What follows belongs to an exercise in optimizing a design on an open flow for small area and a short achievable clock period; a production flow would make more cautious choices.
RTL that was checked went through simulation tests only; none was proved equivalent to the original.
For runs 3 and 4, only the layout was checked, not whether the RTL still works.

$ cat flow/design.v
module fa (input logic a, b, c, output logic s, co);
  assign s = a ^ b ^ c;
  assign co = (a & b) | (a & c) | (b & c);
endmodule
module ha (input logic a, b, output logic s, co);
  assign s = a ^ b;
  assign co = a & b;
endmodule
module multiplier (input logic [15:0] x, y, output logic [15:0] p);
  logic b1_1;
  logic b2_2;
  logic bn_3;
  logic pp4;
  logic pp5;
  logic pp6;
  logic pp7;
  logic pp8;
  logic pp9;
  logic pp10;
  logic pp11;
  logic pp12;
  logic pp13;
  logic pp14;
  logic pp15;
  logic pp16;
  logic pp17;
  logic pp18;
  logic pp19;
  logic pp20;
  logic pp21;
  logic b1_22;
  logic b2_23;
  logic bn_24;
  logic pp25;
  logic pp26;
  logic pp27;
  logic pp28;
  logic pp29;
  logic pp30;
  logic pp31;
  logic pp32;
  logic pp33;
  logic pp34;
  logic pp35;
  logic pp36;
  logic pp37;
  logic pp38;
  logic pp39;
  logic pp40;
  logic pp41;
  logic pp42;
  logic b1_43;
  logic b2_44;
  logic bn_45;
  logic pp46;
  logic pp47;
  logic pp48;
  logic pp49;
  logic pp50;
  logic pp51;
  logic pp52;
  logic pp53;
  logic pp54;
  logic pp55;
  logic pp56;
  logic pp57;
  logic pp58;
  logic pp59;
  logic pp60;
  logic pp61;
  logic pp62;
  logic pp63;
  logic b1_64;
  logic b2_65;
  logic bn_66;
  logic pp67;
  logic pp68;
  logic pp69;
  logic pp70;
  logic pp71;
  logic pp72;
  logic pp73;
  logic pp74;
  logic pp75;
  logic pp76;
  logic pp77;
  logic pp78;
  logic pp79;
  logic pp80;
  logic pp81;
  logic pp82;
  logic pp83;
  logic pp84;
  logic b1_85;
  logic b2_86;
  logic bn_87;
  logic pp88;
  logic pp89;
  logic pp90;
  logic pp91;
  logic pp92;
  logic pp93;
  logic pp94;
  logic pp95;
  logic pp96;
  logic pp97;
  logic pp98;
  logic pp99;
  logic pp100;
  logic pp101;
  logic pp102;
  logic pp103;
  logic pp104;
  logic pp105;
  logic b1_106;
  logic b2_107;
  logic bn_108;
  logic pp109;
  logic pp110;
  logic pp111;
  logic pp112;
  logic pp113;
  logic pp114;
  logic pp115;
  logic pp116;
  logic pp117;
  logic pp118;
  logic pp119;
  logic pp120;
  logic pp121;
  logic pp122;
  logic pp123;
  logic pp124;
  logic pp125;
  logic pp126;
  logic b1_127;
  logic b2_128;
  logic bn_129;
  logic pp130;
  logic pp131;
  logic pp132;
  logic pp133;
  logic pp134;
  logic pp135;
  logic pp136;
  logic pp137;
  logic pp138;
  logic pp139;
  logic pp140;
  logic pp141;
  logic pp142;
  logic pp143;
  logic pp144;
  logic pp145;
  logic pp146;
  logic pp147;
  logic b1_148;
  logic b2_149;
  logic bn_150;
  logic pp151;
  logic pp152;
  logic pp153;
  logic pp154;
  logic pp155;
  logic pp156;
  logic pp157;
  logic pp158;
  logic pp159;
  logic pp160;
  logic pp161;
  logic pp162;
  logic pp163;
  logic pp164;
  logic pp165;
  logic pp166;
  logic pp167;
  logic pp168;
  logic pp169;
  logic pp170;
  logic pp171;
  logic pp172;
  logic pp173;
  logic pp174;
  logic pp175;
  logic pp176;
  logic pp177;
  logic pp178;
  logic pp179;
  logic pp180;
  logic pp181;
  logic pp182;
  logic pp183;
  logic pp184;
  logic s185;
  logic c186;
  logic s187;
  logic c188;
  logic s189;
  logic c190;
  logic s191;
  logic c192;
  logic s193;
  logic c194;
  logic s195;
  logic c196;
  logic s197;
  logic c198;
  logic s199;
  logic c200;
  logic s201;
  logic c202;
  logic s203;
  logic c204;
  logic s205;
  logic c206;
  logic s207;
  logic c208;
  logic s209;
  logic c210;
  logic s211;
  logic c212;
  logic s213;
  logic c214;
  logic s215;
  logic c216;
  logic s217;
  logic c218;
  logic s219;
  logic c220;
  logic s221;
  logic c222;
  logic s223;
  logic c224;
  logic s225;
  logic c226;
  logic s227;
  logic c228;
  logic s229;
  logic c230;
  logic s231;
  logic c232;
  logic s233;
  logic c234;
  logic s235;
  logic c236;
  logic s237;
  logic c238;
  logic s239;
  logic c240;
  logic s241;
  logic c242;
  logic s243;
  logic c244;
  logic s245;
  logic c246;
  logic s247;
  logic c248;
  logic s249;
  logic c250;
  logic s251;
  logic c252;
  logic s253;
  logic c254;
  logic s255;
  logic c256;
  logic s257;
  logic c258;
  logic s259;
  logic c260;
  logic s261;
  logic c262;
  logic s263;
  logic c264;
  logic s265;
  logic c266;
  logic s267;
  logic c268;
  logic s269;
  logic c270;
  logic s271;
  logic c272;
  logic s273;
  logic c274;
  logic s275;
  logic c276;
  logic s277;
  logic c278;
  logic s279;
  logic c280;
  logic s281;
  logic c282;
  logic s283;
  logic c284;
  logic s285;
  logic c286;
  logic s287;
  logic c288;
  logic s289;
  logic c290;
  logic s291;
  logic c292;
  logic s293;
  logic c294;
  logic s295;
  logic c296;
  logic s297;
  logic c298;
  logic s299;
  logic c300;
  logic s301;
  logic c302;
  logic s303;
  logic c304;
  logic s305;
  logic c306;
  logic s307;
  logic c308;
  logic s309;
  logic c310;
  logic s311;
  logic c312;
  logic s313;
  logic c314;
  logic s315;
  logic c316;
  logic s317;
  logic c318;
  logic s319;
  logic c320;
  logic s321;
  logic c322;
  logic s323;
  logic c324;
  logic s325;
  logic c326;
  logic s327;
  logic c328;
  logic s329;
  logic c330;
  logic s331;
  logic c332;
  logic s333;
  logic c334;
  logic s335;
  logic c336;
  logic s337;
  logic c338;
  logic s339;
  logic c340;
  logic s341;
  logic c342;
  logic s343;
  logic c344;
  logic s345;
  logic c346;
  logic s347;
  logic c348;
  logic s349;
  logic c350;
  logic s351;
  logic c352;
  logic s353;
  logic c354;
  logic s355;
  logic c356;
  logic s357;
  logic c358;
  logic s359;
  logic c360;
  logic s361;
  logic c362;
  logic s363;
  logic c364;
  logic s365;
  logic c366;
  logic s367;
  logic c368;
  logic s369;
  logic c370;
  logic s371;
  logic c372;
  logic s373;
  logic c374;
  logic s375;
  logic c376;
  logic s377;
  logic c378;
  logic s379;
  logic c380;
  logic s381;
  logic c382;
  logic s383;
  logic c384;
  logic s385;
  logic c386;
  logic s387;
  logic c388;
  logic s389;
  logic c390;
  logic s391;
  logic c392;
  logic s393;
  logic c394;
  logic s395;
  logic c396;
  logic s397;
  logic c398;
  logic s399;
  logic c400;
  logic s401;
  logic c402;
  logic s403;
  logic c404;
  logic s405;
  logic c406;
  logic s407;
  logic c408;
  logic s409;
  logic c410;
  logic s411;
  logic c412;
  logic s413;
  logic c414;
  logic s415;
  logic c416;
  logic s417;
  logic c418;
  logic s419;
  logic c420;
  logic s421;
  logic c422;
  logic s423;
  logic c424;
  logic s425;
  logic c426;
  logic s427;
  logic c428;
  logic s429;
  logic c430;
  logic s431;
  logic c432;
  logic s433;
  logic c434;
  logic s435;
  logic c436;
  logic s437;
  logic c438;
  logic s439;
  logic c440;
  logic s441;
  logic c442;
  logic s443;
  logic c444;
  logic s445;
  logic c446;
  logic s447;
  logic c448;
  logic s449;
  logic c450;
  logic s451;
  logic c452;
  assign b1_1 = y[0] ^ 1'b0;
  assign b2_2 = (y[1] & ~y[0] & ~1'b0) | (~y[1] & y[0] & 1'b0);
  assign bn_3 = y[1];
  assign pp4 = ((b1_1 & x[0]) | (b2_2 & 1'b0)) ^ bn_3;
  assign pp5 = ((b1_1 & x[1]) | (b2_2 & x[0])) ^ bn_3;
  assign pp6 = ((b1_1 & x[2]) | (b2_2 & x[1])) ^ bn_3;
  assign pp7 = ((b1_1 & x[3]) | (b2_2 & x[2])) ^ bn_3;
  assign pp8 = ((b1_1 & x[4]) | (b2_2 & x[3])) ^ bn_3;
  assign pp9 = ((b1_1 & x[5]) | (b2_2 & x[4])) ^ bn_3;
  assign pp10 = ((b1_1 & x[6]) | (b2_2 & x[5])) ^ bn_3;
  assign pp11 = ((b1_1 & x[7]) | (b2_2 & x[6])) ^ bn_3;
  assign pp12 = ((b1_1 & x[8]) | (b2_2 & x[7])) ^ bn_3;
  assign pp13 = ((b1_1 & x[9]) | (b2_2 & x[8])) ^ bn_3;
  assign pp14 = ((b1_1 & x[10]) | (b2_2 & x[9])) ^ bn_3;
  assign pp15 = ((b1_1 & x[11]) | (b2_2 & x[10])) ^ bn_3;
  assign pp16 = ((b1_1 & x[12]) | (b2_2 & x[11])) ^ bn_3;
  assign pp17 = ((b1_1 & x[13]) | (b2_2 & x[12])) ^ bn_3;
  assign pp18 = ((b1_1 & x[14]) | (b2_2 & x[13])) ^ bn_3;
  assign pp19 = ((b1_1 & x[15]) | (b2_2 & x[14])) ^ bn_3;
  assign pp20 = ((b1_1 & 1'b0) | (b2_2 & x[15])) ^ bn_3;
  assign pp21 = ~bn_3;
  assign b1_22 = y[2] ^ y[1];
  assign b2_23 = (y[3] & ~y[2] & ~y[1]) | (~y[3] & y[2] & y[1]);
  assign bn_24 = y[3];
  assign pp25 = ((b1_22 & x[0]) | (b2_23 & 1'b0)) ^ bn_24;
  assign pp26 = ((b1_22 & x[1]) | (b2_23 & x[0])) ^ bn_24;
  assign pp27 = ((b1_22 & x[2]) | (b2_23 & x[1])) ^ bn_24;
  assign pp28 = ((b1_22 & x[3]) | (b2_23 & x[2])) ^ bn_24;
  assign pp29 = ((b1_22 & x[4]) | (b2_23 & x[3])) ^ bn_24;
  assign pp30 = ((b1_22 & x[5]) | (b2_23 & x[4])) ^ bn_24;
  assign pp31 = ((b1_22 & x[6]) | (b2_23 & x[5])) ^ bn_24;
  assign pp32 = ((b1_22 & x[7]) | (b2_23 & x[6])) ^ bn_24;
  assign pp33 = ((b1_22 & x[8]) | (b2_23 & x[7])) ^ bn_24;
  assign pp34 = ((b1_22 & x[9]) | (b2_23 & x[8])) ^ bn_24;
  assign pp35 = ((b1_22 & x[10]) | (b2_23 & x[9])) ^ bn_24;
  assign pp36 = ((b1_22 & x[11]) | (b2_23 & x[10])) ^ bn_24;
  assign pp37 = ((b1_22 & x[12]) | (b2_23 & x[11])) ^ bn_24;
  assign pp38 = ((b1_22 & x[13]) | (b2_23 & x[12])) ^ bn_24;
  assign pp39 = ((b1_22 & x[14]) | (b2_23 & x[13])) ^ bn_24;
  assign pp40 = ((b1_22 & x[15]) | (b2_23 & x[14])) ^ bn_24;
  assign pp41 = ((b1_22 & 1'b0) | (b2_23 & x[15])) ^ bn_24;
  assign pp42 = ~bn_24;
  assign b1_43 = y[4] ^ y[3];
  assign b2_44 = (y[5] & ~y[4] & ~y[3]) | (~y[5] & y[4] & y[3]);
  assign bn_45 = y[5];
  assign pp46 = ((b1_43 & x[0]) | (b2_44 & 1'b0)) ^ bn_45;
  assign pp47 = ((b1_43 & x[1]) | (b2_44 & x[0])) ^ bn_45;
  assign pp48 = ((b1_43 & x[2]) | (b2_44 & x[1])) ^ bn_45;
  assign pp49 = ((b1_43 & x[3]) | (b2_44 & x[2])) ^ bn_45;
  assign pp50 = ((b1_43 & x[4]) | (b2_44 & x[3])) ^ bn_45;
  assign pp51 = ((b1_43 & x[5]) | (b2_44 & x[4])) ^ bn_45;
  assign pp52 = ((b1_43 & x[6]) | (b2_44 & x[5])) ^ bn_45;
  assign pp53 = ((b1_43 & x[7]) | (b2_44 & x[6])) ^ bn_45;
  assign pp54 = ((b1_43 & x[8]) | (b2_44 & x[7])) ^ bn_45;
  assign pp55 = ((b1_43 & x[9]) | (b2_44 & x[8])) ^ bn_45;
  assign pp56 = ((b1_43 & x[10]) | (b2_44 & x[9])) ^ bn_45;
  assign pp57 = ((b1_43 & x[11]) | (b2_44 & x[10])) ^ bn_45;
  assign pp58 = ((b1_43 & x[12]) | (b2_44 & x[11])) ^ bn_45;
  assign pp59 = ((b1_43 & x[13]) | (b2_44 & x[12])) ^ bn_45;
  assign pp60 = ((b1_43 & x[14]) | (b2_44 & x[13])) ^ bn_45;
  assign pp61 = ((b1_43 & x[15]) | (b2_44 & x[14])) ^ bn_45;
  assign pp62 = ((b1_43 & 1'b0) | (b2_44 & x[15])) ^ bn_45;
  assign pp63 = ~bn_45;
  assign b1_64 = y[6] ^ y[5];
  assign b2_65 = (y[7] & ~y[6] & ~y[5]) | (~y[7] & y[6] & y[5]);
  assign bn_66 = y[7];
  assign pp67 = ((b1_64 & x[0]) | (b2_65 & 1'b0)) ^ bn_66;
  assign pp68 = ((b1_64 & x[1]) | (b2_65 & x[0])) ^ bn_66;
  assign pp69 = ((b1_64 & x[2]) | (b2_65 & x[1])) ^ bn_66;
  assign pp70 = ((b1_64 & x[3]) | (b2_65 & x[2])) ^ bn_66;
  assign pp71 = ((b1_64 & x[4]) | (b2_65 & x[3])) ^ bn_66;
  assign pp72 = ((b1_64 & x[5]) | (b2_65 & x[4])) ^ bn_66;
  assign pp73 = ((b1_64 & x[6]) | (b2_65 & x[5])) ^ bn_66;
  assign pp74 = ((b1_64 & x[7]) | (b2_65 & x[6])) ^ bn_66;
  assign pp75 = ((b1_64 & x[8]) | (b2_65 & x[7])) ^ bn_66;
  assign pp76 = ((b1_64 & x[9]) | (b2_65 & x[8])) ^ bn_66;
  assign pp77 = ((b1_64 & x[10]) | (b2_65 & x[9])) ^ bn_66;
  assign pp78 = ((b1_64 & x[11]) | (b2_65 & x[10])) ^ bn_66;
  assign pp79 = ((b1_64 & x[12]) | (b2_65 & x[11])) ^ bn_66;
  assign pp80 = ((b1_64 & x[13]) | (b2_65 & x[12])) ^ bn_66;
  assign pp81 = ((b1_64 & x[14]) | (b2_65 & x[13])) ^ bn_66;
  assign pp82 = ((b1_64 & x[15]) | (b2_65 & x[14])) ^ bn_66;
  assign pp83 = ((b1_64 & 1'b0) | (b2_65 & x[15])) ^ bn_66;
  assign pp84 = ~bn_66;
  assign b1_85 = y[8] ^ y[7];
  assign b2_86 = (y[9] & ~y[8] & ~y[7]) | (~y[9] & y[8] & y[7]);
  assign bn_87 = y[9];
  assign pp88 = ((b1_85 & x[0]) | (b2_86 & 1'b0)) ^ bn_87;
  assign pp89 = ((b1_85 & x[1]) | (b2_86 & x[0])) ^ bn_87;
  assign pp90 = ((b1_85 & x[2]) | (b2_86 & x[1])) ^ bn_87;
  assign pp91 = ((b1_85 & x[3]) | (b2_86 & x[2])) ^ bn_87;
  assign pp92 = ((b1_85 & x[4]) | (b2_86 & x[3])) ^ bn_87;
  assign pp93 = ((b1_85 & x[5]) | (b2_86 & x[4])) ^ bn_87;
  assign pp94 = ((b1_85 & x[6]) | (b2_86 & x[5])) ^ bn_87;
  assign pp95 = ((b1_85 & x[7]) | (b2_86 & x[6])) ^ bn_87;
  assign pp96 = ((b1_85 & x[8]) | (b2_86 & x[7])) ^ bn_87;
  assign pp97 = ((b1_85 & x[9]) | (b2_86 & x[8])) ^ bn_87;
  assign pp98 = ((b1_85 & x[10]) | (b2_86 & x[9])) ^ bn_87;
  assign pp99 = ((b1_85 & x[11]) | (b2_86 & x[10])) ^ bn_87;
  assign pp100 = ((b1_85 & x[12]) | (b2_86 & x[11])) ^ bn_87;
  assign pp101 = ((b1_85 & x[13]) | (b2_86 & x[12])) ^ bn_87;
  assign pp102 = ((b1_85 & x[14]) | (b2_86 & x[13])) ^ bn_87;
  assign pp103 = ((b1_85 & x[15]) | (b2_86 & x[14])) ^ bn_87;
  assign pp104 = ((b1_85 & 1'b0) | (b2_86 & x[15])) ^ bn_87;
  assign pp105 = ~bn_87;
  assign b1_106 = y[10] ^ y[9];
  assign b2_107 = (y[11] & ~y[10] & ~y[9]) | (~y[11] & y[10] & y[9]);
  assign bn_108 = y[11];
  assign pp109 = ((b1_106 & x[0]) | (b2_107 & 1'b0)) ^ bn_108;
  assign pp110 = ((b1_106 & x[1]) | (b2_107 & x[0])) ^ bn_108;
  assign pp111 = ((b1_106 & x[2]) | (b2_107 & x[1])) ^ bn_108;
  assign pp112 = ((b1_106 & x[3]) | (b2_107 & x[2])) ^ bn_108;
  assign pp113 = ((b1_106 & x[4]) | (b2_107 & x[3])) ^ bn_108;
  assign pp114 = ((b1_106 & x[5]) | (b2_107 & x[4])) ^ bn_108;
  assign pp115 = ((b1_106 & x[6]) | (b2_107 & x[5])) ^ bn_108;
  assign pp116 = ((b1_106 & x[7]) | (b2_107 & x[6])) ^ bn_108;
  assign pp117 = ((b1_106 & x[8]) | (b2_107 & x[7])) ^ bn_108;
  assign pp118 = ((b1_106 & x[9]) | (b2_107 & x[8])) ^ bn_108;
  assign pp119 = ((b1_106 & x[10]) | (b2_107 & x[9])) ^ bn_108;
  assign pp120 = ((b1_106 & x[11]) | (b2_107 & x[10])) ^ bn_108;
  assign pp121 = ((b1_106 & x[12]) | (b2_107 & x[11])) ^ bn_108;
  assign pp122 = ((b1_106 & x[13]) | (b2_107 & x[12])) ^ bn_108;
  assign pp123 = ((b1_106 & x[14]) | (b2_107 & x[13])) ^ bn_108;
  assign pp124 = ((b1_106 & x[15]) | (b2_107 & x[14])) ^ bn_108;
  assign pp125 = ((b1_106 & 1'b0) | (b2_107 & x[15])) ^ bn_108;
  assign pp126 = ~bn_108;
  assign b1_127 = y[12] ^ y[11];
  assign b2_128 = (y[13] & ~y[12] & ~y[11]) | (~y[13] & y[12] & y[11]);
  assign bn_129 = y[13];
  assign pp130 = ((b1_127 & x[0]) | (b2_128 & 1'b0)) ^ bn_129;
  assign pp131 = ((b1_127 & x[1]) | (b2_128 & x[0])) ^ bn_129;
  assign pp132 = ((b1_127 & x[2]) | (b2_128 & x[1])) ^ bn_129;
  assign pp133 = ((b1_127 & x[3]) | (b2_128 & x[2])) ^ bn_129;
  assign pp134 = ((b1_127 & x[4]) | (b2_128 & x[3])) ^ bn_129;
  assign pp135 = ((b1_127 & x[5]) | (b2_128 & x[4])) ^ bn_129;
  assign pp136 = ((b1_127 & x[6]) | (b2_128 & x[5])) ^ bn_129;
  assign pp137 = ((b1_127 & x[7]) | (b2_128 & x[6])) ^ bn_129;
  assign pp138 = ((b1_127 & x[8]) | (b2_128 & x[7])) ^ bn_129;
  assign pp139 = ((b1_127 & x[9]) | (b2_128 & x[8])) ^ bn_129;
  assign pp140 = ((b1_127 & x[10]) | (b2_128 & x[9])) ^ bn_129;
  assign pp141 = ((b1_127 & x[11]) | (b2_128 & x[10])) ^ bn_129;
  assign pp142 = ((b1_127 & x[12]) | (b2_128 & x[11])) ^ bn_129;
  assign pp143 = ((b1_127 & x[13]) | (b2_128 & x[12])) ^ bn_129;
  assign pp144 = ((b1_127 & x[14]) | (b2_128 & x[13])) ^ bn_129;
  assign pp145 = ((b1_127 & x[15]) | (b2_128 & x[14])) ^ bn_129;
  assign pp146 = ((b1_127 & 1'b0) | (b2_128 & x[15])) ^ bn_129;
  assign pp147 = ~bn_129;
  assign b1_148 = y[14] ^ y[13];
  assign b2_149 = (y[15] & ~y[14] & ~y[13]) | (~y[15] & y[14] & y[13]);
  assign bn_150 = y[15];
  assign pp151 = ((b1_148 & x[0]) | (b2_149 & 1'b0)) ^ bn_150;
  assign pp152 = ((b1_148 & x[1]) | (b2_149 & x[0])) ^ bn_150;
  assign pp153 = ((b1_148 & x[2]) | (b2_149 & x[1])) ^ bn_150;
  assign pp154 = ((b1_148 & x[3]) | (b2_149 & x[2])) ^ bn_150;
  assign pp155 = ((b1_148 & x[4]) | (b2_149 & x[3])) ^ bn_150;
  assign pp156 = ((b1_148 & x[5]) | (b2_149 & x[4])) ^ bn_150;
  assign pp157 = ((b1_148 & x[6]) | (b2_149 & x[5])) ^ bn_150;
  assign pp158 = ((b1_148 & x[7]) | (b2_149 & x[6])) ^ bn_150;
  assign pp159 = ((b1_148 & x[8]) | (b2_149 & x[7])) ^ bn_150;
  assign pp160 = ((b1_148 & x[9]) | (b2_149 & x[8])) ^ bn_150;
  assign pp161 = ((b1_148 & x[10]) | (b2_149 & x[9])) ^ bn_150;
  assign pp162 = ((b1_148 & x[11]) | (b2_149 & x[10])) ^ bn_150;
  assign pp163 = ((b1_148 & x[12]) | (b2_149 & x[11])) ^ bn_150;
  assign pp164 = ((b1_148 & x[13]) | (b2_149 & x[12])) ^ bn_150;
  assign pp165 = ((b1_148 & x[14]) | (b2_149 & x[13])) ^ bn_150;
  assign pp166 = ((b1_148 & x[15]) | (b2_149 & x[14])) ^ bn_150;
  assign pp167 = ((b1_148 & 1'b0) | (b2_149 & x[15])) ^ bn_150;
  assign pp168 = ~bn_150;
  assign pp169 = x[0] & y[15];
  assign pp170 = x[1] & y[15];
  assign pp171 = x[2] & y[15];
  assign pp172 = x[3] & y[15];
  assign pp173 = x[4] & y[15];
  assign pp174 = x[5] & y[15];
  assign pp175 = x[6] & y[15];
  assign pp176 = x[7] & y[15];
  assign pp177 = x[8] & y[15];
  assign pp178 = x[9] & y[15];
  assign pp179 = x[10] & y[15];
  assign pp180 = x[11] & y[15];
  assign pp181 = x[12] & y[15];
  assign pp182 = x[13] & y[15];
  assign pp183 = x[14] & y[15];
  assign pp184 = x[15] & y[15];
  assign s185 = ~pp170;
  assign c186 = pp170;
  assign s187 = ~pp171;
  assign c188 = pp171;
  ha us189 (.a(bn_108), .b(pp109), .s(s189), .co(c190));
  ha us191 (.a(pp110), .b(pp15), .s(s191), .co(c192));
  fa us193 (.a(bn_129), .b(pp111), .c(pp130), .s(s193), .co(c194));
  ha us195 (.a(pp16), .b(pp35), .s(s195), .co(c196));
  fa us197 (.a(pp112), .b(pp131), .c(pp17), .s(s197), .co(c198));
  ha us199 (.a(pp36), .b(pp55), .s(s199), .co(c200));
  fa us201 (.a(bn_150), .b(pp113), .c(pp132), .s(s201), .co(c202));
  fa us203 (.a(pp151), .b(pp18), .c(pp37), .s(s203), .co(c204));
  ha us205 (.a(pp56), .b(pp75), .s(s205), .co(c206));
  fa us207 (.a(pp114), .b(pp133), .c(pp152), .s(s207), .co(c208));
  fa us209 (.a(pp19), .b(pp38), .c(pp57), .s(s209), .co(c210));
  ha us211 (.a(pp76), .b(pp95), .s(s211), .co(c212));
  fa us213 (.a(pp169), .b(pp115), .c(pp134), .s(s213), .co(c214));
  fa us215 (.a(pp153), .b(pp20), .c(pp39), .s(s215), .co(c216));
  fa us217 (.a(pp58), .b(pp77), .c(pp96), .s(s217), .co(c218));
  fa us219 (.a(pp21), .b(s185), .c(pp116), .s(s219), .co(c220));
  fa us221 (.a(pp135), .b(pp154), .c(pp40), .s(s221), .co(c222));
  fa us223 (.a(pp59), .b(pp78), .c(pp97), .s(s223), .co(c224));
  fa us225 (.a(c186), .b(s187), .c(pp117), .s(s225), .co(c226));
  fa us227 (.a(pp136), .b(pp155), .c(pp41), .s(s227), .co(c228));
  fa us229 (.a(pp60), .b(pp79), .c(pp98), .s(s229), .co(c230));
  fa us231 (.a(pp172), .b(pp42), .c(c188), .s(s231), .co(c232));
  fa us233 (.a(pp118), .b(pp137), .c(pp156), .s(s233), .co(c234));
  fa us235 (.a(pp61), .b(pp80), .c(pp99), .s(s235), .co(c236));
  assign s237 = ~(pp173 ^ pp100);
  assign c238 = pp173 | pp100;
  fa us239 (.a(pp119), .b(pp138), .c(pp157), .s(s239), .co(c240));
  ha us241 (.a(pp62), .b(pp81), .s(s241), .co(c242));
  fa us243 (.a(pp174), .b(pp63), .c(pp101), .s(s243), .co(c244));
  fa us245 (.a(pp120), .b(pp139), .c(pp158), .s(s245), .co(c246));
  assign s247 = ~(pp175 ^ pp102);
  assign c248 = pp175 | pp102;
  ha us249 (.a(pp121), .b(pp140), .s(s249), .co(c250));
  fa us251 (.a(pp176), .b(pp84), .c(pp103), .s(s251), .co(c252));
  assign s253 = ~pp177;
  assign c254 = pp177;
  ha us255 (.a(bn_66), .b(pp10), .s(s255), .co(c256));
  ha us257 (.a(pp11), .b(pp30), .s(s257), .co(c258));
  fa us259 (.a(bn_87), .b(pp12), .c(pp31), .s(s259), .co(c260));
  ha us261 (.a(pp50), .b(pp69), .s(s261), .co(c262));
  fa us263 (.a(pp13), .b(pp32), .c(pp51), .s(s263), .co(c264));
  ha us265 (.a(pp70), .b(pp89), .s(s265), .co(c266));
  fa us267 (.a(pp14), .b(pp33), .c(pp52), .s(s267), .co(c268));
  fa us269 (.a(pp71), .b(pp90), .c(s189), .s(s269), .co(c270));
  fa us271 (.a(pp34), .b(pp53), .c(pp72), .s(s271), .co(c272));
  fa us273 (.a(pp91), .b(c190), .c(s191), .s(s273), .co(c274));
  fa us275 (.a(pp54), .b(pp73), .c(pp92), .s(s275), .co(c276));
  fa us277 (.a(c192), .b(s195), .c(s193), .s(s277), .co(c278));
  fa us279 (.a(pp74), .b(pp93), .c(c196), .s(s279), .co(c280));
  fa us281 (.a(s199), .b(c194), .c(s197), .s(s281), .co(c282));
  fa us283 (.a(pp94), .b(c200), .c(s205), .s(s283), .co(c284));
  fa us285 (.a(c198), .b(s201), .c(s203), .s(s285), .co(c286));
  fa us287 (.a(c206), .b(s211), .c(c202), .s(s287), .co(c288));
  fa us289 (.a(c204), .b(s207), .c(s209), .s(s289), .co(c290));
  fa us291 (.a(c212), .b(c208), .c(c210), .s(s291), .co(c292));
  fa us293 (.a(s213), .b(s215), .c(s217), .s(s293), .co(c294));
  fa us295 (.a(c214), .b(c216), .c(c218), .s(s295), .co(c296));
  fa us297 (.a(s219), .b(s221), .c(s223), .s(s297), .co(c298));
  fa us299 (.a(c220), .b(c222), .c(c224), .s(s299), .co(c300));
  fa us301 (.a(s225), .b(s227), .c(s229), .s(s301), .co(c302));
  fa us303 (.a(s231), .b(c226), .c(c228), .s(s303), .co(c304));
  fa us305 (.a(c230), .b(s233), .c(s235), .s(s305), .co(c306));
  fa us307 (.a(c232), .b(s241), .c(c234), .s(s307), .co(c308));
  fa us309 (.a(c236), .b(s237), .c(s239), .s(s309), .co(c310));
  fa us311 (.a(pp82), .b(c242), .c(c238), .s(s311), .co(c312));
  fa us313 (.a(c240), .b(s243), .c(s245), .s(s313), .co(c314));
  fa us315 (.a(pp159), .b(pp83), .c(s249), .s(s315), .co(c316));
  fa us317 (.a(c244), .b(c246), .c(s247), .s(s317), .co(c318));
  fa us319 (.a(pp122), .b(pp141), .c(pp160), .s(s319), .co(c320));
  fa us321 (.a(c250), .b(c248), .c(s251), .s(s321), .co(c322));
  fa us323 (.a(s253), .b(pp104), .c(pp123), .s(s323), .co(c324));
  fa us325 (.a(pp142), .b(pp161), .c(c252), .s(s325), .co(c326));
  fa us327 (.a(pp178), .b(pp105), .c(c254), .s(s327), .co(c328));
  fa us329 (.a(pp124), .b(pp143), .c(pp162), .s(s329), .co(c330));
  assign s331 = ~(pp179 ^ pp125);
  assign c332 = pp179 | pp125;
  ha us333 (.a(pp144), .b(pp163), .s(s333), .co(c334));
  fa us335 (.a(pp180), .b(pp126), .c(pp145), .s(s335), .co(c336));
  assign s337 = ~pp181;
  assign c338 = pp181;
  ha us339 (.a(bn_45), .b(pp27), .s(s339), .co(c340));
  ha us341 (.a(pp28), .b(pp47), .s(s341), .co(c342));
  fa us343 (.a(pp29), .b(pp48), .c(pp67), .s(s343), .co(c344));
  fa us345 (.a(pp49), .b(pp68), .c(c256), .s(s345), .co(c346));
  fa us347 (.a(pp88), .b(c258), .c(s261), .s(s347), .co(c348));
  fa us349 (.a(c262), .b(s265), .c(c260), .s(s349), .co(c350));
  fa us351 (.a(c266), .b(c264), .c(s267), .s(s351), .co(c352));
  fa us353 (.a(c268), .b(s271), .c(c270), .s(s353), .co(c354));
  fa us355 (.a(c272), .b(s275), .c(c274), .s(s355), .co(c356));
  fa us357 (.a(c276), .b(s279), .c(c278), .s(s357), .co(c358));
  fa us359 (.a(c280), .b(s283), .c(c282), .s(s359), .co(c360));
  fa us361 (.a(c284), .b(c286), .c(s287), .s(s361), .co(c362));
  fa us363 (.a(c288), .b(c290), .c(s291), .s(s363), .co(c364));
  fa us365 (.a(c292), .b(c294), .c(s295), .s(s365), .co(c366));
  fa us367 (.a(c296), .b(c298), .c(s299), .s(s367), .co(c368));
  fa us369 (.a(c300), .b(c302), .c(s303), .s(s369), .co(c370));
  fa us371 (.a(c304), .b(c306), .c(s307), .s(s371), .co(c372));
  fa us373 (.a(c308), .b(c310), .c(s311), .s(s373), .co(c374));
  fa us375 (.a(s315), .b(c312), .c(c314), .s(s375), .co(c376));
  fa us377 (.a(s319), .b(c316), .c(c318), .s(s377), .co(c378));
  fa us379 (.a(c320), .b(s323), .c(c322), .s(s379), .co(c380));
  fa us381 (.a(s327), .b(c324), .c(s329), .s(s381), .co(c382));
  fa us383 (.a(c328), .b(s333), .c(c330), .s(s383), .co(c384));
  fa us385 (.a(pp164), .b(c334), .c(c332), .s(s385), .co(c386));
  fa us387 (.a(s337), .b(pp146), .c(pp165), .s(s387), .co(c388));
  fa us389 (.a(pp182), .b(pp147), .c(c338), .s(s389), .co(c390));
  assign s391 = ~pp183;
  assign c392 = pp183;
  ha us393 (.a(bn_24), .b(pp25), .s(s393), .co(c394));
  ha us395 (.a(pp26), .b(pp7), .s(s395), .co(c396));
  fa us397 (.a(pp46), .b(pp8), .c(s339), .s(s397), .co(c398));
  fa us399 (.a(pp9), .b(c340), .c(s341), .s(s399), .co(c400));
  fa us401 (.a(c342), .b(s255), .c(s343), .s(s401), .co(c402));
  fa us403 (.a(s257), .b(c344), .c(s345), .s(s403), .co(c404));
  fa us405 (.a(s259), .b(c346), .c(s347), .s(s405), .co(c406));
  fa us407 (.a(s263), .b(c348), .c(s349), .s(s407), .co(c408));
  fa us409 (.a(s269), .b(c350), .c(s351), .s(s409), .co(c410));
  fa us411 (.a(s273), .b(c352), .c(s353), .s(s411), .co(c412));
  fa us413 (.a(s277), .b(c354), .c(s355), .s(s413), .co(c414));
  fa us415 (.a(s281), .b(c356), .c(s357), .s(s415), .co(c416));
  fa us417 (.a(s285), .b(c358), .c(s359), .s(s417), .co(c418));
  fa us419 (.a(s289), .b(c360), .c(s361), .s(s419), .co(c420));
  fa us421 (.a(s293), .b(c362), .c(s363), .s(s421), .co(c422));
  fa us423 (.a(s297), .b(c364), .c(s365), .s(s423), .co(c424));
  fa us425 (.a(s301), .b(c366), .c(s367), .s(s425), .co(c426));
  fa us427 (.a(s305), .b(c368), .c(s369), .s(s427), .co(c428));
  fa us429 (.a(s309), .b(c370), .c(s371), .s(s429), .co(c430));
  fa us431 (.a(s313), .b(c372), .c(s373), .s(s431), .co(c432));
  fa us433 (.a(s317), .b(c374), .c(s375), .s(s433), .co(c434));
  fa us435 (.a(s321), .b(c376), .c(s377), .s(s435), .co(c436));
  fa us437 (.a(s325), .b(c378), .c(s379), .s(s437), .co(c438));
  fa us439 (.a(c326), .b(s381), .c(c380), .s(s439), .co(c440));
  fa us441 (.a(s331), .b(c382), .c(s383), .s(s441), .co(c442));
  fa us443 (.a(s335), .b(c384), .c(s385), .s(s443), .co(c444));
  fa us445 (.a(c336), .b(s387), .c(c386), .s(s445), .co(c446));
  fa us447 (.a(pp166), .b(s389), .c(c388), .s(s447), .co(c448));
  fa us449 (.a(s391), .b(pp167), .c(c390), .s(s449), .co(c450));
  fa us451 (.a(pp184), .b(pp168), .c(c392), .s(s451), .co(c452));
  logic [31:0] ra, rb, sum;
  assign ra = {s451, s449, s447, s445, c442, s441, c438, c436, c434, c432, c430, c428, c426, c424, c422, c420, c418, c416, c414, c412, c410, c408, c406, c404, c402, c400, c398, c396, c394, pp6, pp5, bn_3};
  assign rb = {c450, c448, c446, c444, s443, c440, s439, s437, s435, s433, s431, s429, s427, s425, s423, s421, s419, s417, s415, s413, s411, s409, s407, s405, s403, s401, s399, s397, s395, s393, 1'b0, pp4};
  assign sum = ra + rb;
  assign p = sum[30:15];
endmodule
module divider (input logic [15:0] N,D,IA0,IA1,IA2,IA3,
                input logic clk, reset, kSave, nSave, dSave, kNextSel,
                input logic [1:0] muxSelB,
                output logic [15:0] quotient, remainder);
  logic [15:0] n, d, k, ia, left, right, p;
  logic [31:0] prod;
  always_comb begin
    case (D[14:13])
      2'd0: ia = IA0;
      2'd1: ia = IA1;
      2'd2: ia = IA2;
      default: ia = IA3;
    endcase
    left = kNextSel ? ia : k;
    case (muxSelB)
      2'd0: right = N;
      2'd1: right = D;
      2'd2: right = n;
      default: right = d;
    endcase
  end
  multiplier mult(.x(left), .y(right), .p(p));
  always_ff @(posedge clk) begin
    if (reset) begin
      n <= '0; quotient <= '0; d <= '0; k <= '0;
    end else begin
      if (nSave) begin n <= p; quotient <= n; end
      if (dSave) d <= p;
      if (kSave) k <= ~p;
    end
  end
  assign remainder = 16'b0;
endmodule
$ cat flow/flow/run.sh
#!/bin/bash
# Own layout flow: the standard flow (standard.sh) with two changes:
#  - the full-adder and half-adder modules (fa, ha) are kept as their own modules through
#    synthesis, so each becomes one sky130 fa/ha cell, and the netlist is flattened at the end
#    as the standard synthesis does;
#  - port buffers are buf_2 cells instead of the default delay-buffer cell.
set -euo pipefail
W=$PWD
export SYNTH_KEEP_MODULES="fa ha"
export BUFFER_PORTS_ARGS="-buffer_cell sky130_fd_sc_hd__buf_2"
export SETUP_SLACK_MARGIN=8
bash "$W/standard.sh" > "$W/standard_flow.log" 2>&1
$ cat flow/standard.sh
#!/bin/bash
# synth_recipe.tcl (not shown) runs the flow's synth.tcl, then flattens the netlist and writes it again
# the make line also repeats each setting of config.mk as NAME=value (left out here)
make -C /OpenROAD-flow-scripts/flow DESIGN_CONFIG=/design/flow/config.mk WORK_HOME=/design/flow/orfs CLKGATE_MAP_FILE= SYNTH_SCRIPT=/design/flow/synth_recipe.tcl "${@:-finish}"
$ cat flow/config.mk
export PLATFORM = sky130hd
export DESIGN_NAME = divider
export DESIGN_NICKNAME = divider
export VERILOG_FILES = /design/flow/design.v
export SDC_FILE = /design/flow/constraint.sdc
export NUM_CORES = 4
export LEC_CHECK = 0
export CAP_MARGIN = 20
export CORE_MARGIN = 2
export CORE_UTILIZATION = 40
export SLEW_MARGIN = 20
$ cat flow/constraint.sdc
create_clock -name core_clock -period 18.0 [get_ports {clk}]
set_input_delay 3.6000 -clock core_clock [delete_from_list [all_inputs] [get_ports {clk}]]
set_output_delay 3.6000 -clock core_clock [all_outputs]
set_load 0.01 [all_outputs]
==> run notes, run 1 <==
Clock transition at path regs 0.06 ns; average cell area after synthesis between 9 and 10 µm²; TritonCTS Buffers 9; crit path DAT 10.01 ns; Nets approximately 1400; top post-synthesis cells by area fa_1 22%, dfxtp_1 13%, xnor2_1 11%; DR pass1 iterations 6; routed vias around 9000; chip width between 150 and 200 µm; Reg2Reg Depth 20; count of input and output buffers ~120; placed inst area 10800 µm²; Final Hold Viols 0; initial antenna violation count 0; area delta synth->final 14.0%; synthesized area approximately 10000 µm²; clock sink count 64; GPL Wtd Cong about 0.89; hold buffer count at cts 0; Slew Limit Headroom 0.302; Worst R2R End d[15]$_SDFFE_PP0P_; simple-gate share of the synthesized area 0.105; Die Height 162 µm; Reg area 1280 µm²; Slew @ Worst Pin about 1.0 ns; io pins ~140; Max H-tree Level 3; Final ANT Viol Nets 0; multi-input gate area in the final layout about 8500 µm²; final clock skew 0.00636 ns; leading area contributor after synthesis fa_1; CTS tree yes; R2R Path Start n[7]$_SDFFE_PP0P_; clock root buffer clkbuf_16; Inserted Diodes 0; Critical Path Fanout Max 24; Post-Layout Inst Area between 10000 and 15000 µm²; total gr overflow 0; ys flop type dfxtp_1; Hold Path Class reg -> reg; Post-Syn Instances approximately 1100; Max Freq 102 MHz; Worst Path Required about 18 ns; synthesized flop and latch total between 60 and 70; mux cell area share after synthesis 0.113; post-synth cell types 69; period utilization 0.543; Global Route Usage Sum 0.270; r2r setup slk approximately 11 ns; Hold Path Sink d[6]$_SDFFE_PP0P_; xor/xnor share of the synthesized area 0.121; largest net degree at the start of global routing between 70 and 80; DP Wirelength 24100 µm; status no timing/DRC/antenna violations; RSZ-0062 raised after global routing no; Ys Warns 1; slowest stage delay, CP 0.57 ns; Hold Crit Start d[6]$_SDFFE_PP0P_; Die Area approximately 26000 µm²; Avg WL per Cell around 24 µm; synth cell count leaders 128 x xnor2_1, 108 x fa_1, 106 x a22oi_1; via/cell ratio 6.11; critical path launch point type input port; number of flops mapped to enable cells by yosys 0; vias in the first global route between 8000 and 9000; Skew-Pair Late Insertion Delay roughly 0.34 ns; layout cells sized above 1 0.200; Final setup violation count 0; routed wire length roughly 35000 µm; number of max-cap violations 0; CP Capture Type flip-flop; Compound-Gate Fraction of Synth Area 0.196; most common cell in the netlist xnor2_1; first-pass GRT wire length ~54000 µm; number of fill cells between 2000 and 2500; worst-case clock buffer depth 2; Final Critical Period around 9.8 ns; total core area 24500 µm²; Yosys top cell area share 0.216; row count between 50 and 60; fin. max-slew vios 0; most used cell, CP fa_1; initial core utilization 0.410; Seq/Total Area, Yosys 0.128; Post-Synth Adder-Cell Area 0.276; FFs w/ async S/R, synth 0; critical path class in -> reg; largest family of logic cells by synthesized area adder cells; Crit-path slowest cell mux4_2; initial DRC count approximately 890; crit path cell chain buf_8 > mux4_2 > buf_6 > or3_1 > o21ai_1 > buf_4 > a22oi_1 > xnor2_1 > ha_1 > fa_1 > fa_1 > fa_1 > ha_2 > and3_1 > and3_1 > inv_1 > a211o_1 > a211o_1 > a311oi_4 > o31ai_1 > a311oi_1; cell depth of the worst hold path 2; setup TNS 0 ns; # DRC 0
[state kept, by name, summed over array words and instances, names as in the netlist]
| signal | cells |
|---|---|
| d | 16 |
| k | 16 |
| n | 16 |
| quotient | 16 |
[cells by family (layout without fill, tap and decap cells)]
kind of cell / Yosys count / count (layout)
AO/OA/AOI/OAI: 279 / 279
XOR/XNOR: 139 / 139
adder cells (fa/ha/maj): 156 / 156
buffers and inverters: 141 / 205
flip-flops: 64 / 64
multiplexers: 73 / 79
other: 1 / 16
AND/OR/NAND/NOR: 211 / 211
[how the worst max path moves through the flow]
stage	to	slack [ns]	from	cells after the start
floorplan	d[15]$_SDFFE_PP0P_	8.02	muxSelB[1]	22
global placement	k[12]$_SDFFE_PP0P_	7.31	muxSelB[0]	21
detailed placement	d[15]$_SDFFE_PP0P_	7.21	muxSelB[0]	21
CTS	d[15]$_SDFFE_PP0P_	8.00	muxSelB[0]	21
global route	n[15]$_SDFFE_PP0P_	8.01	muxSelB[0]	20
finish	d[15]$_SDFFE_PP0P_	8.23	muxSelB[0]	21
[cells in the final DEF (no fill, tap or decap), drive strengths merged, types with 27 or more instances in the layout]
cell	synthesis	routed
a21oi	33	33
a22oi	106	106
buf	46	147
dfxtp	64	64
fa	108	108
ha	48	48
inv	40	40
mux2i	27	27
mux4	29	35
nand2	41	41
nor2	63	63
o21ai	48	48
xnor2	128	128
[worst max-delay path, delay by kind of cell]
kind / cells / cell delay, ns
buf+inv: 4 / 0.79
fa+ha+maj: 5 / 2.10
simple gates: 3 / 0.85
compound gates: 7 / 1.77
mux: 1 / 0.57
xor+xnor: 1 / 0.27
[per-module statistics from Yosys, one instance, submodules excluded]
module   times used  flops+latches  area, µm²
ha               17              0       12.5
fa              108              0       20.0
divider           1             64       7650
[area by class of cell]
type / count / area share
Multi-Input combinational cell: 880 / 0.740
Sequential cell: 64 / 0.112
Timing Repair Buffer: 148 / 0.0730
Tap cell: 324 / 0.0355
Clock buffer: 14 / 0.0240
Inverter: 41 / 0.0140
Clock inverter: 2 / 0.00110
[layer usage]
metal	wire length (µm)	GRT usage
met5	76	0.0208
met4	1110	0.0961
met3	4170	0.0794
met2	15100	0.391
met1	14800	0.381
[metrics by stage]
| step | utilization | cells | hold WS [ns] | setup WS, ns |
|---|---|---|---|---|
| floorplan | - | 1079 | 0.447 | 8.02 |
| global placement | 0.441 | 1438 | 0.465 | 7.31 |
| detailed placement | 0.441 | 1438 | 0.464 | 7.21 |
| CTS | 0.460 | 1461 | 0.480 | 8.00 |
| global route | 0.467 | 1473 | 0.501 | 8.01 |
| finish | 0.467 | 1473 | 0.484 | 8.23 |
[repair_timing]
action / in CTS / in global routing
setup endpoints to repair: 39 / 39
buffers inserted: 2 / 11
gates cloned: 5 / 1
gates resized for setup: 8 / 16
hold endpoints to repair: 0 / 0
==> run 2: changes to the inputs <==
--- a/flow/flow/run.sh
+++ b/flow/flow/run.sh
@@ -9,4 +9,5 @@
 export SYNTH_KEEP_MODULES="fa ha"
 export BUFFER_PORTS_ARGS="-buffer_cell sky130_fd_sc_hd__buf_2"
+export ABC_AREA=1
 export SETUP_SLACK_MARGIN=8
 bash "$W/standard.sh" > "$W/standard_flow.log" 2>&1
==> run 2 against run 1 <==
Against the previous run: non-clock buffer count is 23 lower; die area up 4.4%; via count is 14% higher; worst hold slack improved by 0.0014 ns; flip-flop and latch count stayed put; sequential share of layout area is 0.072 points higher; synthesized cell count rose by 35%; largest cell class unchanged; highest routed layer is now met4.
==> run notes, run 2 <==
Yosys top cell area share 0.206 (was 0.216); commonest non-fill, non-tap cell in the layout nand2_1 (was xnor2_1); CTS resizes 0 (was 8); critical path's top delay family simple AND/OR/NAND/NOR gates (was adder cells); status no timing/DRC/antenna violations (unchanged); Crit. path cell count 19 (was 21); synthesized flop and latch total 64 (unchanged); Crit-path slowest cell o21ai_0 (was mux4_2); GRT busiest layer met2 (unchanged); initial DRC count 867 (was 891); fin. max-slew vios 0 (unchanged); most used cell, CP fa_1 (unchanged); postcts setup bufs 0 (was 2); largest net degree at the start of global routing 48 (was 74); Global Route Usage Sum 0.259 (was 0.270); clock root buffer clkbuf_16 (unchanged); synth cell count leaders 222 x nand2_1, 138 x inv_1, 129 x xor2_1 (was 128 x xnor2_1, 108 x fa_1, 106 x a22oi_1); Final Hold Viols 0 (unchanged); row count 59 (was 57); synthesized area 10500 µm² (was 10000 µm²); M2 GR Usage 0.415 (was 0.391); Slew Limit Headroom 0.358 (was 0.302); RSZ-0062 raised after global routing no (unchanged); setup TNS 0 ns (unchanged); Final Critical Period 9.73 ns (was 9.77 ns); initial core utilization 0.404 (was 0.410); Critical Path Fanout Max 18 (was 24); hold buffer count at cts 0 (unchanged); number of flops mapped to enable cells by yosys 0 (unchanged); CP Capture Type flip-flop (unchanged); post-synth cell types 53 (was 69); leading area contributor after synthesis fa_1 (unchanged); first-pass GRT wire length 56600 µm (was 53900 µm); WHS 0.486 ns (was 0.484 ns); Post-Syn Instances 1432 (was 1064); vias in the first global route 9966 (was 8920); Max H-tree Level 3 (unchanged); Avg WL per Cell 19.9 µm (was 24.0 µm); count of input and output buffers 119 (unchanged); chip width 166 µm (was 162 µm); area delta synth->final 8.37% (was 14.0%); top post-synthesis cells by area fa_1 21%, dfxtp_1 12%, xor2_1 11% (was fa_1 22%, dfxtp_1 13%, xnor2_1 11%); DR pass1 iterations 5 (was 6); Skew-Pair Late Insertion Delay 0.33 ns (was 0.34 ns); GPL Wtd Cong 0.968 (was 0.885); clock sink count 64 (unchanged); critical path class in -> reg (unchanged); CTS tree yes (unchanged); layout cells sized above 1 0.131 (was 0.200); # DRC 0 (unchanged); cell depth of the worst hold path 2 (unchanged); Seq/Total Area, Yosys 0.122 (was 0.128); most common cell in the netlist nand2_1 (was xnor2_1); Worst Path Required 18.22 ns (was 18.24 ns); number of max-cap violations 0 (unchanged); critical path launch point type input port (unchanged); Max Freq 103 MHz (was 102 MHz); final clock skew 0.0101 ns (was 0.00636 ns); routed vias 10300 (was 9005); total core area 25900 µm² (was 24500 µm²); FFs w/ async S/R, synth 0 (unchanged); Hold Path Class reg -> reg (unchanged); period utilization 0.540 (was 0.543); ys flop type dfxtp_1 (unchanged); crit path DAT 9.95 ns (was 10.01 ns); met3 GRT Util 0.0198 (was 0.0794); worst-case clock buffer depth 2 (unchanged); GRT met1 Usage 0.371 (was 0.381); total gr overflow 0 (unchanged); crit path cell chain buf_2 > nand2_4 > o21ai_0 > or2_1 > nand2_1 > o22ai_1 > xor2_1 > fa_1 > fa_1 > fa_1 > fa_1 > ha_1 > nand4_1 > nor4_1 > nand4_1 > nand3_1 > nand3_1 > nand2_1 > inv_1 (was buf_8 > mux4_2 > buf_6 > or3_1 > o21ai_1 > buf_4 > a22oi_1 > xnor2_1 > ha_1 > fa_1 > fa_1 > fa_1 > ha_2 > and3_1 > and3_1 > inv_1 > a211o_1 > a211o_1 > a311oi_4 > o31ai_1 > a311oi_1); Reg2Reg Depth 19 (was 20); DP Wirelength 28200 µm (was 24100 µm); average cell area after synthesis 7.31 µm² (was 9.42 µm²); TritonCTS Buffers 9 (unchanged); Final setup violation count 0 (unchanged); Clock transition at path regs 0.06 ns (about the same); Nets 1747 (was 1404); Inserted Diodes 0 (unchanged); routed wire length 36400 µm (was 35300 µm); Die Area 27500 µm² (was 26300 µm²); slowest stage delay, CP 0.66 ns (was 0.57 ns); most frequent cells in the layout 222 x nand2_1, 138 x inv_1, 129 x xor2_1 (was 127 x xnor2_1, 115 x buf_2, 108 x fa_1); Final ANT Viol Nets 0 (unchanged); number of fill cells 2689 (was 2358); Die Height 166 µm (was 162 µm); via/cell ratio 5.63 (was 6.11); io pins 136 (unchanged); initial antenna violation count 0 (unchanged); Ys Warns 1 (unchanged); Slew @ Worst Pin 0.962 ns (was 1.05 ns); WP buf/inv 2 (was 4)
run 2: worst paths after layout:
kind	startpoint	to	slack (ns)
min reg2reg	n[6]$_SDFFE_PP0P_	quotient[6]$_SDFFE_PP0P_	0.49
max reg2reg	n[8]$_SDFFE_PP0P_	n[15]$_SDFFE_PP0P_	11.88
max	muxSelB[0]	n[15]$_SDFFE_PP0P_	8.27
min	n[6]$_SDFFE_PP0P_	quotient[6]$_SDFFE_PP0P_	0.49
run 2: Yosys stat by module, one instance, submodules excluded:
module / times used / area (µm²)
ha: 17 / 12.5
divider: 1 / 8100
fa: 108 / 20.0
run 2: cell type report:
type | count | area, µm² | area share
timing repair buffer | 125 | 641 | 0.0564
inverter | 162 | 613 | 0.0540
multi-input combinational | 1125 | 8120 | 0.715
clock inverter | 6 | 43.8 | 0.00386
sequential | 64 | 1280 | 0.113
clock buffer | 10 | 239 | 0.0211
tap | 335 | 419 | 0.0369
run 2: cells by family (layout without fill, tap and decap cells):
group / after synthesis / count (layout) / share of synthesized area
xor+xnor: 130 / 130 / 0.109
buf+inv: 258 / 303 / 0.109
compound gates: 358 / 358 / 0.208
simple gates: 465 / 465 / 0.188
other cells: 1 / 16 / 0.000358
flops: 64 / 64 / 0.122
fa+ha+maj: 156 / 156 / 0.264
run 2: routing by layer:
metal	up-vias	wire length, µm
li1	4853	-
met1	4906	16000
met2	459	16800
met3	67	2480
met4	0	1180
met5	-	0
run 2: worst reg2reg max path: stages, from the launching register on:
cell and delay, ns:
dfxtp_1 0.31, inv_1 0.06, o2111ai_1 0.19, o21ai_0 0.31
or2_1 0.35, nand2_1 0.50, o22ai_1 0.22, xor2_1 0.20
fa_1 0.43, fa_1 0.47, fa_1 0.45, fa_1 0.49
ha_1 0.42, nand4_1 0.22, nor4_1 0.57, nand4_1 0.38
nand3_1 0.20, nand3_1 0.11, nand2_1 0.10, inv_1 0.04
run 2: through the flow:
step | util | std cells | setup slack (ns) | cell area (µm²)
floorplan | - | 1447 | 9.40 | 10500
detailed placement | 0.427 | 1811 | 8.13 | 11100
CTS | 0.438 | 1827 | 8.46 | 11400
global placement | 0.427 | 1811 | 7.80 | 11100
finish | 0.438 | 1827 | 8.27 | 11400
global route | 0.438 | 1827 | 8.02 | 11400
==> run 3: changes to the inputs <==
--- a/flow/design.v
+++ b/flow/design.v
@@ -796,14 +796,14 @@
                 input logic [1:0] muxSelB,
                 output logic [15:0] quotient, remainder);
-  logic [15:0] n, d, k, ia, left, right, p;
-  logic [31:0] prod;
-  always_comb begin
-    case (D[14:13])
-      2'd0: ia = IA0;
-      2'd1: ia = IA1;
-      2'd2: ia = IA2;
-      default: ia = IA3;
-    endcase
-    left = kNextSel ? ia : k;
+  logic [15:0] n, d, k, left, right, p;
+  logic s0, s1, s2, s3, sk;
+  assign s0 = ~reset & kNextSel & (D[14:13] == 2'd0);
+  assign s1 = ~reset & kNextSel & (D[14:13] == 2'd1);
+  assign s2 = ~reset & kNextSel & (D[14:13] == 2'd2);
+  assign s3 = ~reset & kNextSel & (D[14:13] == 2'd3);
+  assign sk = ~reset & ~kNextSel;
+  assign left = ({16{s0}} & IA0) | ({16{s1}} & IA1) | ({16{s2}} & IA2) | ({16{s3}} & IA3)
+              | ({16{sk}} & k);
+  always_comb
     case (muxSelB)
       2'd0: right = N;
@@ -812,14 +812,10 @@
       default: right = d;
     endcase
-  end
   multiplier mult(.x(left), .y(right), .p(p));
   always_ff @(posedge clk) begin
-    if (reset) begin
-      n <= '0; quotient <= '0; d <= '0; k <= '0;
-    end else begin
-      if (nSave) begin n <= p; quotient <= n; end
-      if (dSave) d <= p;
-      if (kSave) k <= ~p;
-    end
+    if (nSave | reset) n <= p;
+    if (dSave | reset) d <= p;
+    if (kSave | reset) k <= ~(p | {16{reset}});
+    if (nSave | reset) quotient <= n & {16{~reset}};
   end
   assign remainder = 16'b0;
--- a/flow/flow/run.sh
+++ b/flow/flow/run.sh
@@ -9,5 +9,5 @@
 export SYNTH_KEEP_MODULES="fa ha"
 export BUFFER_PORTS_ARGS="-buffer_cell sky130_fd_sc_hd__buf_2"
+export SETUP_SLACK_MARGIN=9
 export ABC_AREA=1
-export SETUP_SLACK_MARGIN=8
 bash "$W/standard.sh" > "$W/standard_flow.log" 2>&1
==> run 3 against run 2 <==
Against the previous run: still clean on timing, DRC and antenna; core utilization grew 5.4 points; synthesized cell count shrank 13%; wire length shrank 3.7%; via count shrank 5.4%; worst hold slack gained 0.093 ns; setup slack gained 0.86 ns; highest routed layer unchanged.
==> run notes, run 3 <==
# DRC 0 (unchanged); number of fill cells 2446 (was 2689); CP Capture Type flip-flop (unchanged); period utilization 0.492 (was 0.540); Hold Path Class reg -> reg (unchanged); slowest stage delay, CP 0.57 ns (was 0.66 ns); crit path DAT 8.96 ns (was 9.95 ns); Nets 1672 (was 1747); synthesized area 10400 µm² (was 10500 µm²); via/cell ratio 5.55 (was 5.63); largest net degree at the start of global routing 39 (was 48); Reg2Reg Depth 21 (was 19); Inserted Diodes 0 (unchanged); Slew @ Worst Pin 0.799 ns (was 0.962 ns); DR pass1 iterations 6 (was 5); row count 59 (unchanged); Die Height 165 µm (was 166 µm); vias in the first global route 9269 (was 9966); synthesized flop and latch total 64 (unchanged); FFs w/ async S/R, synth 0 (unchanged); worst-case clock buffer depth 2 (unchanged); clock sink count 64 (unchanged); status no timing/DRC/antenna violations (unchanged); commonest non-fill, non-tap cell in the layout nand2_1 (unchanged); initial core utilization 0.404 (about the same); critical path class in -> reg (unchanged); fin. max-slew vios 0 (unchanged); DP Wirelength 26300 µm (was 28200 µm); routed wire length 35000 µm (was 36400 µm); placed inst area 11100 µm² (about the same); count of input and output buffers 119 (unchanged); Final Critical Period 8.86 ns (was 9.73 ns); first-pass GRT wire length 52200 µm (was 56600 µm); post-synth cell types 55 (was 53); Clock transition at path regs 0.05 ns (was 0.06 ns); critical path launch point type input port (unchanged); Ys Warns 1 (unchanged); setup TNS 0 ns (unchanged); Final ANT Viol Nets 0 (unchanged); initial antenna violation count 0 (unchanged); Skew-Pair Late Insertion Delay 0.33 ns (about the same); R2R Path Start n[13]$_DFFE_PP_ (was n[8]$_SDFFE_PP0P_); GPL Wtd Cong 0.937 (was 0.968); chip width 165 µm (was 166 µm); routed vias 9732 (was 10300); Global Route Usage Sum 0.250 (was 0.259); hold buffer count at cts 0 (unchanged); Yosys top cell area share 0.208 (was 0.206); met3 GRT Util 0.0420 (was 0.0198); Critical Path Fanout Max 19 (was 18); number of flops mapped to enable cells by yosys 64 (was 0); TritonCTS Buffers 9 (unchanged); Final Hold Viols 0 (unchanged); M2 GR Usage 0.412 (was 0.415); Max Freq 113 MHz (was 103 MHz); Worst Path Required 18.09 ns (was 18.22 ns); leading area contributor after synthesis fa_1 (unchanged); GRT met1 Usage 0.344 (was 0.371); multi-input gate area in the final layout 8100 µm² (was 8120 µm²); Final setup violation count 0 (unchanged); CTS tree yes (unchanged); final clock skew 0.00676 ns (was 0.0101 ns); total gr overflow 0 (unchanged); Worst R2R End n[5]$_DFFE_PP_ (was n[15]$_SDFFE_PP0P_); area delta synth->final 21.9% (was 8.37%); Seq/Total Area, Yosys 0.185 (was 0.122); ys flop type edfxtp_1 (was dfxtp_1); number of max-cap violations 0 (unchanged); Hold Crit Start n[12]$_DFFE_PP_ (was n[6]$_SDFFE_PP0P_); Crit-path slowest cell fa_1 (was o21ai_0); Post-Layout Inst Area 12700 µm² (was 11400 µm²); WHS 0.579 ns (was 0.486 ns); Die Area 27300 µm² (was 27500 µm²); io pins 136 (unchanged); RSZ-0062 raised after global routing no (unchanged); GRT busiest layer met2 (unchanged); most used cell, CP fa_1 (unchanged); initial DRC count 890 (was 867); Slew Limit Headroom 0.468 (was 0.358); top post-synthesis cells by area fa_1 21%, edfxtp_1 18%, xor2_1 11% (was fa_1 21%, dfxtp_1 12%, xor2_1 11%); most frequent cells in the layout 201 x nand2_1, 126 x xor2_1, 116 x buf_2 (was 222 x nand2_1, 138 x inv_1, 129 x xor2_1); most common cell in the netlist nand2_1 (unchanged); clock root buffer clkbuf_16 (unchanged); layout cells sized above 1 0.265 (was 0.131); total core area 25800 µm² (was 25900 µm²); Hold Path Sink quotient[12]$_DFFE_PP_ (was quotient[6]$_SDFFE_PP0P_); Reg area 1920 µm² (was 1280 µm²); average cell area after synthesis 8.35 µm² (was 7.31 µm²); Max H-tree Level 3 (unchanged); Avg WL per Cell 20.0 µm (was 19.9 µm); cell depth of the worst hold path 2 (unchanged); synth cell count leaders 213 x nand2_1, 133 x xor2_1, 117 x inv_1 (was 222 x nand2_1, 138 x inv_1, 129 x xor2_1); r2r setup slk 12.34 ns (was 11.88 ns); Post-Syn Instances 1246 (was 1432)
==> run 3: cell types whose count changed in the layout (fill, tap and decap cells not counted), sizes merged, moves of 17 or more <==
cell      delta
a21oi       -41
buf         +83
clkinvlp    +17
dfxtp       -64
edfxtp      +64
inv         -50
nand3       -31
o21ai       -36
o22ai       -22
==> run 3: worst max-delay path by stage <==
| stage | startpoint | end |
|---|---|---|
| 3_5_place_dp | muxSelB[1] | k[4]$_DFFE_PP_ |
| 4_1_cts | reset | k[12]$_DFFE_PP_ |
| 3_3_place_gp | muxSelB[1] | k[4]$_DFFE_PP_ |
| 5_1_grt | kNextSel | k[12]$_DFFE_PP_ |
| 2_1_floorplan | muxSelB[0] | k[11]$_DFFE_PP_ |
| 6_report | muxSelB[1] | n[4]$_DFFE_PP_ |
==> run 3: routing by layer <==
layer | vias up | part of all wire
met5 | - | 0
met4 | 0 | 0.027
met3 | 60 | 0.081
met2 | 446 | 0.47
met1 | 4746 | 0.42
li1 | 4480 | -
==> run 3: Yosys stat by module, one instance, submodules excluded <==
module	copies in the design	cells
divider	1	1121
ha	17	1
fa	108	1
==> run 3: critical path: cells and delay by family <==
family	cells	cell delay [ns]
XOR/XNOR	2	0.41
buffers and inverters	6	0.76
adder cells (fa/ha/maj)	5	2.27
AND/OR/NAND/NOR	4	0.46
AO/OA/AOI/OAI	8	1.43
==> run 3: logic make-up (layout without fill, tap and decap cells) <==
group | after synthesis | after routing | share of synthesized area
buf+inv | 199 | 352 | 0.0913
compound gates | 257 | 258 | 0.161
simple gates | 435 | 437 | 0.185
xor+xnor | 134 | 134 | 0.113
flops | 64 | 64 | 0.185
other cells | 1 | 16 | 0.000360
fa+ha+maj | 156 | 156 | 0.265
==> run 3: stage by stage <==
stage | std cells | worst slack, ns | utilization
after floorplan | 1261 | 9.48 | -
after global placement | 1650 | 7.63 | 0.430
after detailed placement | 1650 | 7.61 | 0.430
after CTS | 1716 | 9.01 | 0.469
after global routing | 1752 | 8.99 | 0.492
final | 1752 | 9.14 | 0.492
==> run 3: final cells by class <==
class | instances | share of cell area
repair inverters | 3 | 0.00118
multi-input cells | 1001 | 0.638
well taps | 335 | 0.0330
clock buffers | 9 | 0.0178
repair buffers | 208 | 0.109
inverters | 125 | 0.0437
flip-flops and latches | 64 | 0.151
clock inverters | 7 | 0.00572
==> run 3: repair_timing <==
item | CTS | global route
pin swaps | 8 | 15
gates resized for setup | 78 | 76
endpoints found under the setup margin | 48 | 44
buffers inserted | 48 | 32
gates cloned | 2 | 4
==> run 4: changes to the inputs <==
--- a/flow/flow/run.sh
+++ b/flow/flow/run.sh
@@ -9,5 +9,5 @@
 export SYNTH_KEEP_MODULES="fa ha"
 export BUFFER_PORTS_ARGS="-buffer_cell sky130_fd_sc_hd__buf_2"
-export SETUP_SLACK_MARGIN=9
+export SETUP_SLACK_MARGIN=8
 export ABC_AREA=1
 bash "$W/standard.sh" > "$W/standard_flow.log" 2>&1
==> run 4 against run 3 <==
Against the previous run: sequential share of layout area rose by 1.6 points; final area shrank 9.7%; final cell count is 4.7% lower; die area is the same; still clean on timing, DRC and antenna; synthesized area stayed put; via count is 4.8% lower; synthesized cell count unchanged; highest routed layer unchanged; critical path depth fell by 4.
==> run notes, run 4 <==
Slew Limit Headroom 0.469 (was 0.468); WHS 0.579 ns (about the same); total core area 25800 µm² (unchanged); average cell area after synthesis 8.35 µm² (unchanged); Final ANT Viol Nets 0 (unchanged); initial antenna violation count 0 (unchanged); RSZ-0062 raised after global routing yes (was no); Met3 Wirelength 2900 µm (was 2850 µm); Final Critical Period 9.71 ns (was 8.86 ns); critical path class in -> reg (unchanged); critical path launch point type input port (unchanged); Nets 1589 (was 1672); clock sink count 64 (unchanged); Inserted Diodes 0 (unchanged); status no timing/DRC/antenna violations (unchanged); Slew @ Worst Pin 0.797 ns (was 0.799 ns); area delta synth->final 10.1% (was 21.9%); placed inst area 11100 µm² (unchanged); CTS tree yes (unchanged); worst-case clock buffer depth 2 (unchanged); Max Freq 103 MHz (was 113 MHz); commonest non-fill, non-tap cell in the layout nand2_1 (unchanged); routed vias 9262 (was 9732); Final setup violation count 0 (unchanged); fin. max-slew vios 0 (unchanged); Final Hold Viols 0 (unchanged); routed wire length 33100 µm (was 35000 µm); final clock skew 0.00707 ns (was 0.00676 ns); vias in the first global route 8903 (was 9269); Seq/Total Area, Yosys 0.185 (unchanged); Die Area 27300 µm² (unchanged); period utilization 0.539 (was 0.492); leading area contributor after synthesis fa_1 (unchanged); met2 wire len 15300 µm (was 16400 µm); Hold Path Class reg -> reg (unchanged); Clock transition at path regs 0.06 ns (was 0.05 ns); largest net degree at the start of global routing 38 (was 39); setup TNS 0 ns (unchanged); # DRC 0 (unchanged); Worst Path Required 18.06 ns (was 18.09 ns); synthesized area 10400 µm² (unchanged); initial DRC count 816 (was 890); Yosys top cell area share 0.208 (unchanged); DR pass1 iterations 5 (was 6); metal1 wirelength 14200 µm (was 14800 µm); Global Route Usage Sum 0.242 (was 0.250); row count 59 (unchanged)
run 4: worst paths after layout:
kind                         from                     end  slack [ns]  depth (start not counted)
setup / recovery            reset          k[4]$_DFFE_PP_        8.29                         21
hold / removal    n[10]$_DFFE_PP_  quotient[10]$_DFFE_PP_        0.58                          2
setup reg to reg  n[11]$_DFFE_PP_          k[4]$_DFFE_PP_       11.80                         20
hold reg to reg   n[10]$_DFFE_PP_  quotient[10]$_DFFE_PP_        0.58                          2
run 4: what timing repair did:
action,4_1_cts,5_1_grt
endpoints found under the hold margin,0,0
cloned,0,2
pin swaps,0,1
setup buffers,0,1
endpoints found under the setup margin,2,41
resized for setup,1,17
run 4: worst max-delay path, cell delays in order:
cell and delay [ns]:
clkbuf_4 0.42, nor2_4 0.15, nand2_2 0.15, inv_1 0.19
a21oi_1 0.28, nand3_2 0.15, inv_1 0.58, o22ai_1 0.21
xor2_1 0.25, fa_1 0.47, fa_1 0.41, fa_1 0.56
fa_1 0.42, ha_1 0.37, a21oi_1 0.25, o21ai_0 0.22
a21oi_1 0.25, a21boi_0 0.20, o21ai_1 0.15, xor2_1 0.38
nor2_1 0.09
run 4: metrics by stage:
step | setup slack, ns | cells | util
final | 8.29 | 1669 | 0.445
after global routing | 7.97 | 1669 | 0.445
after CTS | 8.00 | 1666 | 0.442
after detailed placement | 7.61 | 1650 | 0.430
after global placement | 7.63 | 1650 | 0.430
after floorplan | 9.48 | 1261 | -
run 4: kinds of logic (layout without fill, tap and decap cells):
logic type	count (synthesis)	count (layout)	synth area share
adder cells (fa/ha/maj)	156	156	0.265
AND/OR/NAND/NOR	435	436	0.185
AO/OA/AOI/OAI	257	257	0.161
XOR/XNOR	134	134	0.113
flip-flops	64	64	0.185
buffers and inverters	199	271	0.0913
other	1	16	0.000360
run 4: final cells by class:
class	count	area, µm²
flip-flops and latches	64	1920
inverters	125	488
fillers	2598	14300
well taps	335	419
multi-input cells	999	7660
clock buffers	9	225
repair inverters	1	5.00
clock inverters	7	72.6
repair buffers	129	673
run 4: modules after synthesis, one instance, submodules excluded:
module   cells inside  flops+latches  cell area (µm²)  copies in the design
divider          1121             64             8030                     1
fa                  1              0             20.0                   108
ha                  1              0             12.5                    17
run 4: per-layer routing:
metal,vias up,track usage
met2,421,0.395
met3,50,0.0387
met4,0,0.0537
li1,4316,-
met5,-,0
met1,4475,0.339

[what the ideal ports hide]
Ports are ideal in the flow. The routed layouts listed here were re-timed in OpenROAD. Step 1, drivers: a clkbuf_16 drives clk and a buf_2 each remaining input, both assumed. Step 2 moves the port delays by t, midway between the first and last clock arrival at a register: inputs arrive t later, outputs are due t later. That takes back most of the time a late clock gives input paths. a / b / c = ideal / step 1 / step 2; a / b = the first two.
run	t (ns)	setup slack, ns	hold slack, ns	worst register clock-pin slew, ns	worst slew at a driven data input, ns
run 1	0.373	8.230 / 8.215 / 7.842	0.484 / 0.484 / 0.484	0.06 / 0.06	0.06
run 2	0.363	8.275 / 8.291 / 7.928	0.486 / 0.486 / 0.486	0.06 / 0.06	0.04
run 3	0.367	9.137 / 9.109 / 8.742	0.579 / 0.579 / 0.579	0.06 / 0.06	0.06
run 4	0.364	8.291 / 8.302 / 7.937	0.579 / 0.579 / 0.579	0.06 / 0.06	0.05
After both steps setup and hold are still met in every run listed. The setup slack of run 3, which loses most, moves by -0.028 ns with the drivers and by -0.395 ns with both steps.
